This is an optimization exercise on Yosys and OpenROAD, whose aim is small area, not a production implementation. Only simulation tests tie the RTL to the original design; equivalence was not proved. Power is estimated from default activity; no workload was simulated.

==> tundra <==
// PILLOUT
module PILLOUT(clk,
					rst,
					filas,
					columnas,
					RX,
					TX,
					Servo1,
					Servo2,
					Bocina,
					HEX0,
					dis,
					LCD_RW, 
					LCD_EN, 
					LCD_RS, 
					LCD_DATA);
input	clk;
input	rst;
input  [3:0]filas;
output [3:0]columnas;
input RX;
output TX;
output Servo1;
output Servo2;
output Bocina;
output dis;
output [6:0] HEX0;
output  [7:0] LCD_DATA;
output LCD_RW;
output LCD_EN;
output LCD_RS;
wire [4:0]num;
wire Done;
wire [15:0]tiempo;
wire tcarry;
wire DLY_RST;
wire clk_10k;
wire baud;
wire [2:0]cnt;
wire [31:0]tag;
wire done;
wire [1:0] LUT_LINE;
wire [4:0] LUT_COL;
wire [8:0] LUT_DATA;
wire chg;
assign Bocina = 1'b0;
assign dis    = 1'b0;
parameter MenuPrin 	 = 0;
parameter NewUser1 	 = 1;
parameter NewUser2 	 = 2;
parameter RFID1    	 = 3; 
parameter RFID2    	 = 4;
parameter Medicamento = 5;
function [116:0] pack(input [128:0] i);
	pack = {i[128:93], i[91:85], i[82:69], i[67:61], i[58:45], i[43:37], i[34:21], i[19:13], i[10:0]};
endfunction
function [128:0] unpack(input [116:0] p);
	unpack = {p[116:81], 1'b0, p[80:74], 2'b00, p[73:60], 1'b0, p[59:53], 2'b00,
	          p[52:39], 1'b0, p[38:32], 2'b00, p[31:18], 1'b0, p[17:11], 2'b00, p[10:0]};
endfunction
reg [2:0]state_s;
reg [1:0]posi_s;
reg [2:0]posiH_s;
reg in_s;
reg [8:0]contador_s;
reg RST_s;
reg [3:0]med_s;
reg [1:0]user_s;
reg validate_s;
reg [116:0] rec_s;
reg [3:0] used_s;
reg [31:0] tag0_s, tag1_s, tag2_s, tag3_s;
reg [4:0] num_i;
reg done_i;
reg rstd;
wire [128:0] info_show = unpack(rec_s);
wire [128:0] info_rd = {info_show[128] & (user_s != 2'h3), info_show[127:0]};
reg [514:0] Usuarios;
always @(*) begin
	Usuarios = 515'd0;
	Usuarios[0]       = used_s[0];
	Usuarios[128:97]  = tag0_s;
	Usuarios[129]     = used_s[1];
	Usuarios[257:226] = tag1_s;
	Usuarios[258]     = used_s[2];
	Usuarios[386:355] = tag2_s;
	Usuarios[387]     = used_s[3];
	Usuarios[514:483] = tag3_s;
end
reg [2:0]state;
reg [1:0]posi;
reg [2:0]posiH;
reg in;
reg [8:0]contador;
reg RST;
reg [3:0]med;
reg [128:0]info;
reg [1:0]user;
  ...
clock: 10.0 ns
lec_check: 0
cap_margin: 20
core_margin: 2
core_utilization: 45
cts_buf_list: sky130_fd_sc_hd__clkbuf_16
cts_cluster_diameter: 100
cts_cluster_size: 20
slew_margin: 20
run.sh (not shown) runs the stock make flow with config.mk's settings and CLKGATE_MAP_FILE= SYNTH_SCRIPT=/design/flow/synth_recipe.tcl, a recipe that flattens the netlist after the stock synthesis.
==> juniper (differences from tundra) <==
--- a/flow/design.v
+++ b/flow/design.v
@@ -1192,29 +1192,27 @@
   assign new_n519 = ~new_n24 & ~new_n291;
   assign new_n520 = new_n313 & ~new_n519;
   assign r9 = new_n511 | new_n520;
   assign r7 = 1'b0;
 endmodule
-module Cambio(chg, st_s, info_s, user_s, posi_s, posiH_s, in_s, val_s, tcarry,
-              st_l, info_l, user_l, posi_l, posiH_l, in_l, val_l);
+module Cambio(chg, st_s, posi_s, posiH_s, in_s, val_s, tcarry, dchg,
+              st_l, posi_l, posiH_l, in_l, val_l);
 output chg;
 input [2:0] st_s, st_l;
-input [128:0] info_s, info_l;
-input [1:0] user_s, user_l;
 input [1:0] posi_s, posi_l;
 input [2:0] posiH_s, posiH_l;
-input in_s, in_l, val_s, val_l, tcarry;
+input in_s, in_l, val_s, val_l, tcarry, dchg;
 wire [2:0] mark_s = in_s ? posiH_s : 3'd7;    
 wire [2:0] mark_l = in_l ? posiH_l : 3'd7;
 wire d_form = (posi_s != posi_l) || (mark_s != mark_l) || (val_s != val_l);
 wire d_in   = in_s != in_l;
 reg c;
 always @(*) begin
 	case(st_s)
 	3'd0: c = tcarry;
-	3'd1: c = d_form || (info_s[48:1] != info_l[48:1]);
-	3'd2: c = d_form || (info_s[96:49] != info_l[96:49]);
+	3'd1: c = d_form || dchg;
+	3'd2: c = d_form || dchg;
 	3'd3: c = d_in;
 	3'd4: c = d_in;
 	default: c = 1'b0;
 	endcase
 end
@@ -1306,10 +1304,11 @@
 	Usuarios[258]     = used_s[2];
 	Usuarios[386:355] = tag2_s;
 	Usuarios[387]     = used_s[3];
 	Usuarios[514:483] = tag3_s;
 end
+reg wr;    
 reg [2:0]state;
 reg [1:0]posi;
 reg [2:0]posiH;
 reg in;
 reg [8:0]contador;
@@ -1317,10 +1316,11 @@
 reg [3:0]med;
 reg [128:0]info;
 reg [1:0]user;
 reg validate;
 always @(*) begin
+wr = 1'b0;
 state = state_s;
 posi = posi_s;
 posiH = posiH_s;
 in = in_s;
 contador = contador_s;
@@ -1364,32 +1364,32 @@
 					else if((num_i == 5'h1E && posiH == 3'b011) || (num_i == 5'h1F && posiH == 3'b101)) posiH = 3'b100;
 					else if((num_i == 5'h1E && posiH == 3'b100)) posiH = 3'b101;			
 					else if(num_i == 5'h1F && posiH == 3'b001) posiH = 3'b000;		
 					if(posi == 2'b01 && num_i[4]==1'b1 && num_i[3:0] <= 4'h9)begin
 						case(posiH)
-							3'b000: info[4:1] = num_i[3:0];
-							3'b001: info[8:5] = num_i[3:0];
-							3'b010: if(num_i[3:0] < 4'h3 && info[16:13] < 4'h4)info[12:9] = num_i[3:0];
+							3'b000: begin info[4:1] = num_i[3:0]; wr = 1'b1; end
+							3'b001: begin info[8:5] = num_i[3:0]; wr = 1'b1; end
+							3'b010: if(num_i[3:0] < 4'h3 && info[16:13] < 4'h4)begin info[12:9] = num_i[3:0]; wr = 1'b1; end
 							3'b011: begin 
-									  if(info[12:9] != 4'h2) info[16:13] = num_i[3:0];
-										else if(num_i[3:0] < 4'h4) info[16:13] = num_i[3:0];
+									  if(info[12:9] != 4'h2) begin info[16:13] = num_i[3:0]; wr = 1'b1; end
+										else if(num_i[3:0] < 4'h4) begin info[16:13] = num_i[3:0]; wr = 1'b1; end
 									  end
-							3'b100: if(num_i[3:0] < 4'h6)info[20:17] = num_i[3:0];		
-							3'b101: info[24:21] = num_i[3:0];				
+							3'b100: if(num_i[3:0] < 4'h6)begin info[20:17] = num_i[3:0]; wr = 1'b1; end		
+							3'b101: begin info[24:21] = num_i[3:0]; wr = 1'b1; end				
 						endcase						
 					end
 					if(posi == 2'b10 && num_i[4]==1'b1 && num_i[3:0] <= 4'h9)begin
 					case(posiH)
-						3'b000: info[28:25] = num_i[3:0];
-						3'b001: info[32:29] = num_i[3:0];
-						3'b010: if(num_i[3:0] < 4'h3 && info[40:37] < 4'h4)info[36:33] = num_i[3:0];
+						3'b000: begin info[28:25] = num_i[3:0]; wr = 1'b1; end
+						3'b001: begin info[32:29] = num_i[3:0]; wr = 1'b1; end
+						3'b010: if(num_i[3:0] < 4'h3 && info[40:37] < 4'h4)begin info[36:33] = num_i[3:0]; wr = 1'b1; end
 						3'b011: begin 
-									if(info[36:33] != 4'h2) info[40:37] = num_i[3:0];
-									else if(num_i[3:0] < 4'h4)info[40:37] = num_i[3:0];
+									if(info[36:33] != 4'h2) begin info[40:37] = num_i[3:0]; wr = 1'b1; end
+									else if(num_i[3:0] < 4'h4)begin info[40:37] = num_i[3:0]; wr = 1'b1; end
 								  end
-						3'b100: if(num_i[3:0] < 4'h6)info[44:41] = num_i[3:0];
-						3'b101: info[48:45] = num_i[3:0];				
+						3'b100: if(num_i[3:0] < 4'h6)begin info[44:41] = num_i[3:0]; wr = 1'b1; end
+						3'b101: begin info[48:45] = num_i[3:0]; wr = 1'b1; end				
 					endcase
 					end
 					if(num_i == 5'h1B)begin in=0; posiH = 3'b000; end
 				end	
 				if(in == 0 && posi==2'b11 && num_i == 5'h1A)  begin state = 2; posi = 0; posiH = 0;end	
@@ -1417,32 +1417,32 @@
 					else if((num_i == 5'h1E && posiH == 3'b011) || (num_i == 5'h1F && posiH == 3'b101)) posiH = 3'b100;
 					else if((num_i == 5'h1E && posiH == 3'b100)) posiH = 3'b101;			
 					else if(num_i == 5'h1F && posiH == 3'b001) posiH = 3'b000;		
 					if(posi == 2'b01 && num_i[4]==1'b1 && num_i[3:0] <= 4'h9)begin
 						case(posiH)
-							3'b000: info[52:49] = num_i[3:0];
-							3'b001: info[56:53] = num_i[3:0];
-							3'b010: if(num_i[3:0] < 4'h3 && info[64:61] < 4'h4)info[60:57] = num_i[3:0];
+							3'b000: begin info[52:49] = num_i[3:0]; wr = 1'b1; end
+							3'b001: begin info[56:53] = num_i[3:0]; wr = 1'b1; end
+							3'b010: if(num_i[3:0] < 4'h3 && info[64:61] < 4'h4)begin info[60:57] = num_i[3:0]; wr = 1'b1; end
 							3'b011: begin 
-									  if(info[60:57] != 4'h2) info[64:61] = num_i[3:0];
-										else if(num_i[3:0] < 4'h4) info[64:61] = num_i[3:0];
+									  if(info[60:57] != 4'h2) begin info[64:61] = num_i[3:0]; wr = 1'b1; end
+										else if(num_i[3:0] < 4'h4) begin info[64:61] = num_i[3:0]; wr = 1'b1; end
 									  end
-							3'b100: if(num_i[3:0] < 4'h6)info[68:65] = num_i[3:0];		
-							3'b101: info[72:69] = num_i[3:0];				
+							3'b100: if(num_i[3:0] < 4'h6)begin info[68:65] = num_i[3:0]; wr = 1'b1; end		
+							3'b101: begin info[72:69] = num_i[3:0]; wr = 1'b1; end				
 						endcase
 					end
 					if(posi == 2'b10 && num_i[4]==1'b1 && num_i[3:0] <= 4'h9)begin
 					case(posiH)
-						3'b000: info[76:73] = num_i[3:0];
-						3'b001: info[80:77] = num_i[3:0];
-						3'b010: if(num_i[3:0] < 4'h3 && info[88:85] < 4'h4)info[84:81] = num_i[3:0];
+						3'b000: begin info[76:73] = num_i[3:0]; wr = 1'b1; end
+						3'b001: begin info[80:77] = num_i[3:0]; wr = 1'b1; end
+						3'b010: if(num_i[3:0] < 4'h3 && info[88:85] < 4'h4)begin info[84:81] = num_i[3:0]; wr = 1'b1; end
 						3'b011: begin 
-									if(info[84:81] != 4'h2) info[88:85] = num_i[3:0];
-									else if(num_i[3:0] < 4'h4)info[88:85] = num_i[3:0];
+									if(info[84:81] != 4'h2) begin info[88:85] = num_i[3:0]; wr = 1'b1; end
+									else if(num_i[3:0] < 4'h4)begin info[88:85] = num_i[3:0]; wr = 1'b1; end
 								  end
-						3'b100: if(num_i[3:0] < 4'h6)info[92:89] = num_i[3:0];
-						3'b101: info[96:93] = num_i[3:0];				
+						3'b100: if(num_i[3:0] < 4'h6)begin info[92:89] = num_i[3:0]; wr = 1'b1; end
+						3'b101: begin info[96:93] = num_i[3:0]; wr = 1'b1; end				
 					endcase
 					end
 				end
 				if(num_i == 5'h1B)begin in=0; posiH = 3'b000; end
 				if(in == 0 && num_i == 5'h1A)begin
@@ -1496,10 +1496,42 @@
 user = 0;
 validate = 0;
 end
 end
 wire chg_now;
+wire [4:0] fk = (state_s == 3'd2 ? 5'd12 : 5'd0) + (posi_s == 2'd2 ? 5'd6 : 5'd0) + {2'b00, posiH_s};
+reg [3:0] old_dig;
+always @(*) begin
+	case(fk)
+	5'd0: old_dig = info_rd[4:1];
+	5'd1: old_dig = info_rd[8:5];
+	5'd2: old_dig = info_rd[12:9];
+	5'd3: old_dig = info_rd[16:13];
+	5'd4: old_dig = info_rd[20:17];
+	5'd5: old_dig = info_rd[24:21];
+	5'd6: old_dig = info_rd[28:25];
+	5'd7: old_dig = info_rd[32:29];
+	5'd8: old_dig = info_rd[36:33];
+	5'd9: old_dig = info_rd[40:37];
+	5'd10: old_dig = info_rd[44:41];
+	5'd11: old_dig = info_rd[48:45];
+	5'd12: old_dig = info_rd[52:49];
+	5'd13: old_dig = info_rd[56:53];
+	5'd14: old_dig = info_rd[60:57];
+	5'd15: old_dig = info_rd[64:61];
+	5'd16: old_dig = info_rd[68:65];
+	5'd17: old_dig = info_rd[72:69];
+	5'd18: old_dig = info_rd[76:73];
+	5'd19: old_dig = info_rd[80:77];
+	5'd20: old_dig = info_rd[84:81];
+	5'd21: old_dig = info_rd[88:85];
+	5'd22: old_dig = info_rd[92:89];
+	5'd23: old_dig = info_rd[96:93];
+	default: old_dig = 4'd0;
+	endcase
+end
+wire dchg = wr && (old_dig != num_i[3:0]);
 always @(posedge clk) begin
 	if(rst) rstd <= 1'b1;
 	else if(clk_10k) rstd <= 1'b0;
 	if(clk_10k) begin
 		state_s <= state;
@@ -1521,12 +1553,12 @@
 	end
 end
 DivFreq 	div0 (clk, rst, cnt, clk_10k, baud);
 Cronometro cronometro1(clk, rst, clk_10k, tiempo, tcarry);
 Pantalla   dis1(LUT_LINE, LUT_COL, state_s, info_show[128:1], user_s, posi_s, posiH_s, in_s, validate_s, tiempo, LUT_DATA);
-Cambio     cmb (chg_now, state_s, info_show, user_s, posi_s, posiH_s, in_s, validate_s, tcarry,
-                state, info, user, posi, posiH, in, validate);
+Cambio     cmb (chg_now, state_s, posi_s, posiH_s, in_s, validate_s, tcarry, dchg,
+                state, posi, posiH, in, validate);
 reg chg_q;
 always @(posedge clk) chg_q <= clk_10k & chg_now;
 assign chg = chg_q;
 LCD_TEXT    LCD1(clk, DLY_RST & ~rst, LCD_DATA, LCD_RW, LCD_EN, LCD_RS, LUT_LINE, LUT_COL, LUT_DATA, Done);
 Reset_Delay r0 (clk, rst, DLY_RST, Done, chg);
==> summary of the runs <==
Of juniper and tundra, tundra has the higher final cell count (gap 7.9%, measured against tundra).
Between tundra and juniper, the lower synthesized cell count is in juniper (gap 7.8%, measured against juniper).
Sequential cell count is the same in tundra and juniper.
Against juniper, the fmax of tundra is higher by about 3.7%.
Design area: tundra is higher than juniper (about 5.5%).
juniper completed without violations. tundra finished with timing, DRC and antenna clean.
Of juniper and tundra, tundra has the higher utilization (gap 0.57 points).
In juniper the sequential share of layout area is higher than in tundra, by 2.1 points.
Against tundra, the via count of juniper is lower by about 10%.
Against juniper, the die area of tundra is larger by 4.1%.
Against juniper, the clock-buffer cell count of tundra is higher by 5.
==> figures <==
metric	tundra	juniper
Wire length after detailed routing	112000 um	91900 um
GR Layer Usage met2	50.1%	45.9%
Sequential Power Share	53.9%	58.1%
Gr usage total	33.0%	28.3%
Part of the total power dissipated in combinational logic	6.7%	6.4%
Setup Slack @ Placement	4280 ps	3890 ps
Final net count	3270	3022
Share of the yosys chip area belonging to registers	40.7%	42.4%
Largest voltage drop on the vdd net	0.000171 V	0.000163 V
Post-detailed-route via-to-cell ratio	6.74	6.61
Final total power	3710 uW	3430 uW
Initial DRC count	3959	3270
Switching Power	965 uW	861 uW
Sequential cell power	2000 uW	1990 uW
Endpoint arrival time on the critical path	6510 ps	6790 ps
Worst reg-to-reg setup slack	3930 ps	3700 ps
Result of the run	finished clean	finished clean
Required time of the critical path	10440 ps	10490 ps
Proportion of layout cells with a drive suffix above 1	6.41%	5.75%
Global-route wire length before repair	166000 um	141000 um
R2r startpoint	num_i[3]$_DFFE_PP_	state_s[1]$_DFFE_PP_
Placed cells	3999	3690

==> re-timing with driven ports <==
No port has a modelled driver above. Below, the same layouts with a new extraction and two added sets of constraints. Step 1 (the two cells are an assumption about what drives the block):
set clk [get_ports {clk}]
set_driving_cell -lib_cell sky130_fd_sc_hd__clkbuf_16 $clk
set_driving_cell -lib_cell sky130_fd_sc_hd__buf_2 [delete_from_list [all_inputs] $clk]
Step 2 moves the port delays by t, midway between the first and last clock arrival at a register: inputs arrive t later, outputs are due t later. That takes back most of the time a late clock gives input paths. a / b / c = no drivers / after step 1 / after step 2; a / b = the first two.
| run | t, ns | setup WS [ns] | slew at the worst register clock pin (ns) |
|---|---|---|---|
| tundra | 0.649 | 3.926 / 3.926 / 3.926 | 0.10 / 0.10 |
| juniper | 0.677 | 3.703 / 3.703 / 3.703 | 0.09 / 0.09 |
After both steps setup and hold are still met in every run listed.
